This design comes from an exercise in tuning for small area, a short achievable clock period and few clock cycles on the open sky130 flow, not from production work. Only simulation tests tie the RTL to the original design; equivalence was not proved.

==> 04-19 <==
// md5
module md5(
	input  logic  PCLK_IN,
	input  logic  PRESETn_IN,
	input  logic  PSEL_IN,
	input  logic  PENABLE_IN,
	input  logic  PWRITE_IN,
	input  logic  [04:0] PADDR_IN,
	input  logic  [31:0] PWDATA_IN,
	output logic  [31:0] PRDATA_OUT,
	output logic  PREADY_OUT
);
Settings: LEC_CHECK=0, CAP_MARGIN=20, CORE_MARGIN=2, CORE_UTILIZATION=30, SLEW_MARGIN=20; clock period 11.0 ns.
run.sh (not shown) runs the stock make flow with config.mk's settings and CLKGATE_MAP_FILE= SYNTH_SCRIPT=/design/flow/synth_recipe.tcl, a recipe that flattens the netlist after the stock synthesis.
==> 10-28: changes against 04-19 <==
==> flow/design.v (replaced) <==
module rodadas(
	input  logic [31:0] b, fu, fv, p, addend,
	input  logic [1:0]  ysel,
	input  logic [3:0]  xsel,
	output logic [31:0] output_A
);
	logic [31:0] f, t, y, r;
	assign f = (b & fu) | (~b & fv);
	assign t = f + p;
	always_comb
		case (ysel)
			2'd0: y = {t[27:0], t[31:28]};   
			2'd1: y = {t[22:0], t[31:23]};   
			2'd2: y = {t[17:0], t[31:18]};   
			default: y = {t[11:0], t[31:12]};  
		endcase
	assign r = ({32{xsel[0]}} & y)
	         | ({32{xsel[1]}} & {y[30:0], y[31]})
	         | ({32{xsel[2]}} & {y[29:0], y[31:30]})
	         | ({32{xsel[3]}} & {y[28:0], y[31:29]});
	assign output_A = addend + r;
endmodule
module md5(
	input  logic  PCLK_IN,
	input  logic  PRESETn_IN,
	input  logic  PSEL_IN,
	input  logic  PENABLE_IN,
	input  logic  PWRITE_IN,
	input  logic  [04:0] PADDR_IN,
	input  logic  [31:0] PWDATA_IN,
	output logic  [31:0] PRDATA_OUT,
	output logic  PREADY_OUT
);
	logic [31:0] M [15:0];
	logic [31:0] R0, R1, R2, R3;
	logic [31:0] A, B, C, D, P;
	logic [1:0]  ph;
	logic [5:0]  rnd;      
	logic        run;      
	logic        pend;     
	logic        fin;      
	logic        w0;       
	logic        spec;     
	logic [31:0] FU, FV;   
	logic [1:0]  ysel;     
	logic [5:0]  ki;       
	logic [3:0]  gi;       
	logic [3:0]  xsel;     
	wire wr    = PSEL_IN & ~PENABLE_IN & PWRITE_IN;
	wire start = PSEL_IN & PENABLE_IN & ~run & ~fin;
	wire go0   = ~run & (ph == 2'd0) & (start | pend) & ~w0;    
	wire idle3 = ~run & (ph == 2'd3);   
	wire addf  = fin | (run & (rnd >= 6'd61));
	logic [31:0] K;
	always_comb
		case (ki)
			6'd00: K = 32'hd76aa478; 6'd01: K = 32'he8c7b756; 6'd02: K = 32'h242070db; 6'd03: K = 32'hc1bdceee;
			6'd04: K = 32'hf57c0faf; 6'd05: K = 32'h4787c62a; 6'd06: K = 32'ha8304613; 6'd07: K = 32'hfd469501;
			6'd08: K = 32'h698098d8; 6'd09: K = 32'h8b44f7af; 6'd10: K = 32'hffff5bb1; 6'd11: K = 32'h895cd7be;
			6'd12: K = 32'h6b901122; 6'd13: K = 32'hfd987193; 6'd14: K = 32'ha679438e; 6'd15: K = 32'h49b40821;
			6'd16: K = 32'hf61e2562; 6'd17: K = 32'hc040b340; 6'd18: K = 32'h265e5a51; 6'd19: K = 32'he9b6c7aa;
			6'd20: K = 32'hd62f105d; 6'd21: K = 32'h02441453; 6'd22: K = 32'hd8a1e681; 6'd23: K = 32'he7d3fbc8;
			6'd24: K = 32'h21e1cde6; 6'd25: K = 32'hc33707d6; 6'd26: K = 32'hf4d50d87; 6'd27: K = 32'h455a14ed;
			6'd28: K = 32'ha9e3e905; 6'd29: K = 32'hfcefa3f8; 6'd30: K = 32'h676f02d9; 6'd31: K = 32'h8d2a4c8a;
			6'd32: K = 32'hfffa3942; 6'd33: K = 32'h8771f681; 6'd34: K = 32'h6d9d6122; 6'd35: K = 32'hfde5380c;
			6'd36: K = 32'ha4beea44; 6'd37: K = 32'h4bdecfa9; 6'd38: K = 32'hf6bb4b60; 6'd39: K = 32'hbebfbc70;
			6'd40: K = 32'h289b7ec6; 6'd41: K = 32'heaa127fa; 6'd42: K = 32'hd4ef3085; 6'd43: K = 32'h04881d05;
			6'd44: K = 32'hd9d4d039; 6'd45: K = 32'he6db99e5; 6'd46: K = 32'h1fa27cf8; 6'd47: K = 32'hc4ac5665;
			6'd48: K = 32'hf4292244; 6'd49: K = 32'h432aff97; 6'd50: K = 32'hab9423a7; 6'd51: K = 32'hfc93a039;
			6'd52: K = 32'h655b59c3; 6'd53: K = 32'h8f0ccc92; 6'd54: K = 32'hffeff47d; 6'd55: K = 32'h85845dd1;
			6'd56: K = 32'h6fa87e4f; 6'd57: K = 32'hfe2ce6e0; 6'd58: K = 32'ha3014314; 6'd59: K = 32'h4e0811a1;
			6'd60: K = 32'hf7537e82; 6'd61: K = 32'hbd3af235; 6'd62: K = 32'h2ad7d2bb; default: K = 32'heb86d391;
		endcase
	function automatic [31:0] bswap(input [31:0] v);
		bswap = {v[7:0], v[15:8], v[23:16], v[31:24]};
	endfunction
	wire [31:0] Bnext;
	logic [5:0] rnd_n;
	logic       run_n;
	always_comb begin
		rnd_n = rnd;
		run_n = run;
		if (go0) begin
			run_n = 1'b1;
			rnd_n = 6'd1;
		end else if (run) begin
			rnd_n = rnd + 6'd1;
			if (rnd == 6'd63) run_n = 1'b0;
		end
	end
	wire spec_n = run_n | (ph == 2'd3);
	wire [5:0] rnd_x = run ? rnd + 6'd1 : {5'd0, ph == 2'd0};
	wire [5:0] ki_n = (~run & (ph == 2'd2)) ? 6'd0 : rnd_x + 6'd1;
	logic [3:0] g_n;
	always_comb
		case (ki_n[5:4])
			2'd0: g_n = ki_n[3:0];
			2'd1: g_n = {ki_n[1:0], 2'b0} + ki_n[3:0] + 4'd1;           
			2'd2: g_n = {ki_n[2:0], 1'b0} + ki_n[3:0] + 4'd5;           
			default: g_n = {ki_n[0], 3'b0} - ki_n[3:0];                 
		endcase
	logic [1:0] xs;
	always_comb
		case ({rnd_x[5:4], rnd_x[1:0]})
			4'd0, 4'd1, 4'd2: xs = 2'd3;
			4'd3: xs = 2'd2;
			4'd4: xs = 2'd1;
			4'd5, 4'd6, 4'd7: xs = 2'd0;
			4'd8: xs = 2'd0;
			4'd9, 4'd10: xs = 2'd2;
			4'd11: xs = 2'd3;
			4'd12: xs = 2'd2;
			default: xs = 2'd1;
		endcase
	always @(posedge PCLK_IN) begin
		spec <= spec_n;
		ysel <= rnd_x[1:0];
		ki <= ki_n;
		gi <= g_n;
		xsel <= {4{spec_n}} & (4'b0001 << xs);
	end
	rodadas rod(
		.b(B), .fu(FU), .fv(FV), .p(P),
		.addend(spec ? B : R2),
		.ysel(ysel), .xsel(xsel),
		.output_A(Bnext)
	);
	wire [31:0] Hsum = R3 + (B & {32{addf}});
	always @(posedge PCLK_IN) begin
		if (wr) M[PADDR_IN[3:0]] <= PWDATA_IN;
		A <= idle3 ? R1 : D;
		B <= Bnext;
		C <= B;
		D <= C;
		case (rnd_x[5:4])
			2'd0: begin FU <= B;       FV <= C;        end
			2'd1: begin FU <= B | C;   FV <= B & ~C;   end
			2'd2: begin FU <= ~(B ^ C); FV <= B ^ C;   end
			default: begin FU <= ~B;   FV <= ~(B ^ C); end
		endcase
		P <= (idle3 ? R1 : D) + K + bswap(M[gi]);
	end
	always @(posedge PCLK_IN or negedge PRESETn_IN) begin
		if (!PRESETn_IN) begin
			R3 <= 32'hefcdab89;
			R2 <= 32'h67452301;
			R1 <= 32'h10325476;
			R0 <= 32'h98badcfe;
			ph <= 2'd0;
			rnd <= 6'd0;
			run <= 1'b0;
			pend <= 1'b0;
			fin <= 1'b0;
			w0 <= 1'b0;
			PREADY_OUT <= 1'b0;
		end else begin
			R0 <= Hsum;
			R1 <= R0;
			R2 <= R1;
			R3 <= R2;
			ph <= ph + 2'd1;
			w0 <= wr & (PADDR_IN[3:0] == 4'd0);
			fin <= run & (rnd == 6'd63);
			run <= run_n;
			rnd <= rnd_n;
			if (go0)
				pend <= 1'b0;
			else if (start)
				pend <= 1'b1;
			if (start)
				PREADY_OUT <= 1'b0;
			else if (run & (rnd == 6'd63))
				PREADY_OUT <= 1'b1;
		end
	end
	logic [3:0] jsel;
	wire [1:0] j_n = (PADDR_IN[1:0] ^ 2'd1) - (ph + 2'd1);
	always @(posedge PCLK_IN)
		jsel <= 4'b0001 << j_n;
	wire [31:0] rsel = ({32{jsel[0]}} & R3) | ({32{jsel[1]}} & R2)
	                 | ({32{jsel[2]}} & R1) | ({32{jsel[3]}} & R0);
	assign PRDATA_OUT = bswap(rsel);
endmodule
==> flow/flow/run.sh (new file) <==
#!/bin/bash
set -euo pipefail
bash standard.sh SETUP_SLACK_MARGIN=6.5 finish > standard.log 2>&1
==> flow/standard.sh (new file) <==
#!/bin/bash
# synth_recipe.tcl (not shown) runs the flow's synth.tcl, then flattens the netlist and writes it again
# the make line also repeats each setting of config.mk as NAME=value (left out here)
make -C /OpenROAD-flow-scripts/flow DESIGN_CONFIG=/design/flow/config.mk WORK_HOME=/design/flow/orfs CLKGATE_MAP_FILE= SYNTH_SCRIPT=/design/flow/synth_recipe.tcl "${@:-finish}"
==> flow/config.mk (replaced) <==
export PLATFORM = sky130hd
export DESIGN_NAME = md5
export DESIGN_NICKNAME = md5
export VERILOG_FILES = /design/flow/design.v
export SDC_FILE = /design/flow/constraint.sdc
export NUM_CORES = 4
export LEC_CHECK = 0
export ABC_AREA = 1
export CAP_MARGIN = 20
export CORE_MARGIN = 2
export CORE_UTILIZATION = 50
export CTS_CLUSTER_DIAMETER = 70
export CTS_CLUSTER_SIZE = 25
export SETUP_SLACK_MARGIN = 5
export SLEW_MARGIN = 20
removed: flow/run.sh
==> 09-12: changes against 04-19 <==
==> flow/design.v (replaced) <==
module rodadas(
	input  logic [31:0] b, fu, fv, p, addend,
	input  logic [15:0] ssel,
	output logic [31:0] output_A
);
	logic [31:0] f, t, r;
	assign f = (b & fu) | (~b & fv);
	assign t = f + p;
	function automatic [31:0] rotl(input [31:0] v, input integer s);
		rotl = (v << s) | (v >> (32 - s));
	endfunction
	assign r = ({32{ssel[0]}}  & rotl(t, 7))  | ({32{ssel[1]}}  & rotl(t, 12))
	         | ({32{ssel[2]}}  & rotl(t, 17)) | ({32{ssel[3]}}  & rotl(t, 22))
	         | ({32{ssel[4]}}  & rotl(t, 5))  | ({32{ssel[5]}}  & rotl(t, 9))
	         | ({32{ssel[6]}}  & rotl(t, 14)) | ({32{ssel[7]}}  & rotl(t, 20))
	         | ({32{ssel[8]}}  & rotl(t, 4))  | ({32{ssel[9]}}  & rotl(t, 11))
	         | ({32{ssel[10]}} & rotl(t, 16)) | ({32{ssel[11]}} & rotl(t, 23))
	         | ({32{ssel[12]}} & rotl(t, 6))  | ({32{ssel[13]}} & rotl(t, 10))
	         | ({32{ssel[14]}} & rotl(t, 15)) | ({32{ssel[15]}} & rotl(t, 21));
	assign output_A = addend + r;
endmodule
module md5(
	input  logic  PCLK_IN,
	input  logic  PRESETn_IN,
	input  logic  PSEL_IN,
	input  logic  PENABLE_IN,
	input  logic  PWRITE_IN,
	input  logic  [04:0] PADDR_IN,
	input  logic  [31:0] PWDATA_IN,
	output logic  [31:0] PRDATA_OUT,
	output logic  PREADY_OUT
);
	logic [31:0] M [15:0];
	logic [31:0] R0, R1, R2, R3;
	logic [31:0] A, B, C, D, P;
	logic [1:0]  ph;
	logic [5:0]  rnd;      
	logic        run;      
	logic        pend;     
	logic        fin;      
	logic        w0;       
	logic        spec;     
	logic [31:0] FU, FV;   
	logic [15:0] ssel;     
	logic [5:0]  ki;       
	logic [3:0]  gi;       
	wire wr    = PSEL_IN & ~PENABLE_IN & PWRITE_IN;
	wire start = PSEL_IN & PENABLE_IN & ~run & ~fin;
	wire go0   = ~run & (ph == 2'd0) & (start | pend) & ~w0;    
	wire idle3 = ~run & (ph == 2'd3);   
	wire addf  = fin | (run & (rnd >= 6'd61));
	logic [31:0] K;
	always_comb
		case (ki)
			6'd00: K = 32'hd76aa478; 6'd01: K = 32'he8c7b756; 6'd02: K = 32'h242070db; 6'd03: K = 32'hc1bdceee;
			6'd04: K = 32'hf57c0faf; 6'd05: K = 32'h4787c62a; 6'd06: K = 32'ha8304613; 6'd07: K = 32'hfd469501;
			6'd08: K = 32'h698098d8; 6'd09: K = 32'h8b44f7af; 6'd10: K = 32'hffff5bb1; 6'd11: K = 32'h895cd7be;
			6'd12: K = 32'h6b901122; 6'd13: K = 32'hfd987193; 6'd14: K = 32'ha679438e; 6'd15: K = 32'h49b40821;
			6'd16: K = 32'hf61e2562; 6'd17: K = 32'hc040b340; 6'd18: K = 32'h265e5a51; 6'd19: K = 32'he9b6c7aa;
			6'd20: K = 32'hd62f105d; 6'd21: K = 32'h02441453; 6'd22: K = 32'hd8a1e681; 6'd23: K = 32'he7d3fbc8;
			6'd24: K = 32'h21e1cde6; 6'd25: K = 32'hc33707d6; 6'd26: K = 32'hf4d50d87; 6'd27: K = 32'h455a14ed;
			6'd28: K = 32'ha9e3e905; 6'd29: K = 32'hfcefa3f8; 6'd30: K = 32'h676f02d9; 6'd31: K = 32'h8d2a4c8a;
			6'd32: K = 32'hfffa3942; 6'd33: K = 32'h8771f681; 6'd34: K = 32'h6d9d6122; 6'd35: K = 32'hfde5380c;
			6'd36: K = 32'ha4beea44; 6'd37: K = 32'h4bdecfa9; 6'd38: K = 32'hf6bb4b60; 6'd39: K = 32'hbebfbc70;
			6'd40: K = 32'h289b7ec6; 6'd41: K = 32'heaa127fa; 6'd42: K = 32'hd4ef3085; 6'd43: K = 32'h04881d05;
			6'd44: K = 32'hd9d4d039; 6'd45: K = 32'he6db99e5; 6'd46: K = 32'h1fa27cf8; 6'd47: K = 32'hc4ac5665;
			6'd48: K = 32'hf4292244; 6'd49: K = 32'h432aff97; 6'd50: K = 32'hab9423a7; 6'd51: K = 32'hfc93a039;
			6'd52: K = 32'h655b59c3; 6'd53: K = 32'h8f0ccc92; 6'd54: K = 32'hffeff47d; 6'd55: K = 32'h85845dd1;
			6'd56: K = 32'h6fa87e4f; 6'd57: K = 32'hfe2ce6e0; 6'd58: K = 32'ha3014314; 6'd59: K = 32'h4e0811a1;
			6'd60: K = 32'hf7537e82; 6'd61: K = 32'hbd3af235; 6'd62: K = 32'h2ad7d2bb; default: K = 32'heb86d391;
		endcase
	function automatic [31:0] bswap(input [31:0] v);
		bswap = {v[7:0], v[15:8], v[23:16], v[31:24]};
	endfunction
	wire [31:0] Bnext;
	logic [5:0] rnd_n;
	logic       run_n;
	always_comb begin
		rnd_n = rnd;
		run_n = run;
		if (go0) begin
			run_n = 1'b1;
			rnd_n = 6'd1;
		end else if (run) begin
			rnd_n = rnd + 6'd1;
			if (rnd == 6'd63) run_n = 1'b0;
		end
	end
	wire spec_n = run_n | (ph == 2'd3);
	wire [5:0] ki_n = (~run_n & (ph == 2'd2)) ? 6'd0 : rnd_n + 6'd1;
	logic [3:0] g_n;
	always_comb
		case (ki_n[5:4])
			2'd0: g_n = ki_n[3:0];
			2'd1: g_n = {ki_n[1:0], 2'b0} + ki_n[3:0] + 4'd1;           
			2'd2: g_n = {ki_n[2:0], 1'b0} + ki_n[3:0] + 4'd5;           
			default: g_n = {ki_n[0], 3'b0} - ki_n[3:0];                 
		endcase
	always @(posedge PCLK_IN) begin
		spec <= spec_n;
		ssel <= {16{spec_n}} & (16'd1 << {rnd_n[5:4], rnd_n[1:0]});
		ki <= ki_n;
		gi <= g_n;
	end
	rodadas rod(
		.b(B), .fu(FU), .fv(FV), .p(P),
		.addend(spec ? B : R2),
		.ssel(ssel),
		.output_A(Bnext)
	);
	wire [31:0] Hsum = R3 + (B & {32{addf}});
	always @(posedge PCLK_IN) begin
		if (wr) M[PADDR_IN[3:0]] <= PWDATA_IN;
		A <= idle3 ? R1 : D;
		B <= Bnext;
		C <= B;
		D <= C;
		case (rnd_n[5:4])
			2'd0: begin FU <= B;       FV <= C;        end
			2'd1: begin FU <= B | C;   FV <= B & ~C;   end
			2'd2: begin FU <= ~(B ^ C); FV <= B ^ C;   end
			default: begin FU <= ~B;   FV <= ~(B ^ C); end
		endcase
		P <= (idle3 ? R1 : D) + K + bswap(M[gi]);
	end
	always @(posedge PCLK_IN or negedge PRESETn_IN) begin
		if (!PRESETn_IN) begin
			R3 <= 32'hefcdab89;
			R2 <= 32'h67452301;
			R1 <= 32'h10325476;
			R0 <= 32'h98badcfe;
			ph <= 2'd0;
			rnd <= 6'd0;
			run <= 1'b0;
			pend <= 1'b0;
			fin <= 1'b0;
			w0 <= 1'b0;
			PREADY_OUT <= 1'b0;
		end else begin
			R0 <= Hsum;
			R1 <= R0;
			R2 <= R1;
			R3 <= R2;
			ph <= ph + 2'd1;
			w0 <= wr & (PADDR_IN[3:0] == 4'd0);
			fin <= run & (rnd == 6'd63);
			run <= run_n;
			rnd <= rnd_n;
			if (go0)
				pend <= 1'b0;
			else if (start)
				pend <= 1'b1;
			if (start)
				PREADY_OUT <= 1'b0;
			else if (run & (rnd == 6'd63))
				PREADY_OUT <= 1'b1;
		end
	end
	logic [1:0] ra;
	always @(posedge PCLK_IN)
		ra <= PADDR_IN[1:0];
	wire [1:0] j = (ra ^ 2'd1) - ph;
	logic [31:0] rsel;
	always_comb
		case (j)
			2'd0: rsel = R3;
			2'd1: rsel = R2;
			2'd2: rsel = R1;
			default: rsel = R0;
		endcase
	assign PRDATA_OUT = bswap(rsel);
endmodule
==> flow/config.mk (replaced) <==
export PLATFORM = sky130hd
export DESIGN_NAME = md5
export DESIGN_NICKNAME = md5
export VERILOG_FILES = /design/flow/design.v
export SDC_FILE = /design/flow/constraint.sdc
export NUM_CORES = 4
export LEC_CHECK = 0
export CAP_MARGIN = 20
export CORE_MARGIN = 2
export CORE_UTILIZATION = 50
export CTS_CLUSTER_DIAMETER = 100
export CTS_CLUSTER_SIZE = 30
export SETUP_SLACK_MARGIN = 5
export SLEW_MARGIN = 20
==> summary of the runs <==
10-28 ran to the end with no violations. 09-12 completed without violations. 04-19 completed without violations. In 10-28 the die area is smaller than in 09-12, by 1.4%. Final cell count: 10-28 is smaller than 04-19 (2.8%). The lowest clock skew belongs to 09-12, the highest to 04-19. Worst hold slack: 04-19 < 10-28 < 09-12.
==> figures <==
| metric | 10-28 | 04-19 | 09-12 |
|---|---|---|---|
| Number of multi-input combinational cells in the layout | 3186 | 3174 | 2531 |
| Sink Count | 892 | 813 | 900 |
| WP buf/inv | 4 | 5 | 3 |
| Drt via density | 5.861 | 5.648 | 6.425 |
| Outcome | no timing/DRC/antenna violations | no timing/DRC/antenna violations | no timing/DRC/antenna violations |
| Flip-flop and latch count | 892 | 813 | 900 |
| Area Overhead vs Synth | 15.56% | 14.49% | 10.51% |
| Largest fanout on the critical path | 3 | 34 | 16 |
| Worst Tran Pin Value | 996.6 ps | 1196 ps | 1098 ps |
| Post-synth cell types | 61 | 104 | 90 |
Testbench counts of 04-19, summed over its fixed seeds: cycles 8,116.
Testbench counts of 10-28, summed over its fixed seeds: cycles 8,116.
Testbench counts of 09-12, summed over its fixed seeds: cycles 8,116.

==> re-timing with driven ports <==
Ports are ideal in the flow. The routed layouts listed here were re-timed in OpenROAD. Step 1: set_driving_cell puts a clkbuf_16 on PCLK_IN and a buf_2 on each other input, an assumption about the parent block. Step 2, shift: input delay + t, output delay - t, t = (earliest + latest rising clock arrival at the registers) / 2. This alone moves slack from input paths to output paths. Slacks: no drivers / after step 1 / after step 2; pairs: no drivers / after step 1.
| run | t (ns) | setup slack, ns | hold WS [ns] | worst setup path after step 2 | clock arrival spread, ns |
|---|---|---|---|---|---|
| 04-19 | 0.772 | 1.940 / 1.940 / 1.940 | 0.353 / 0.353 / 0.353 | register to register | 0.068 / 0.068 |
| 10-28 | 0.728 | 6.537 / 6.464 / 6.143 | 0.357 / 0.357 / 0.357 | input to register | 0.047 / 0.048 |
| 09-12 | 0.701 | 4.547 / 4.547 / 4.505 | 0.365 / 0.365 / 0.365 | input to register | 0.037 / 0.037 |
After both steps every run listed still meets setup and hold. The setup slack of 10-28, which loses most, moves by -0.073 ns with the drivers and by -0.394 ns with both steps.
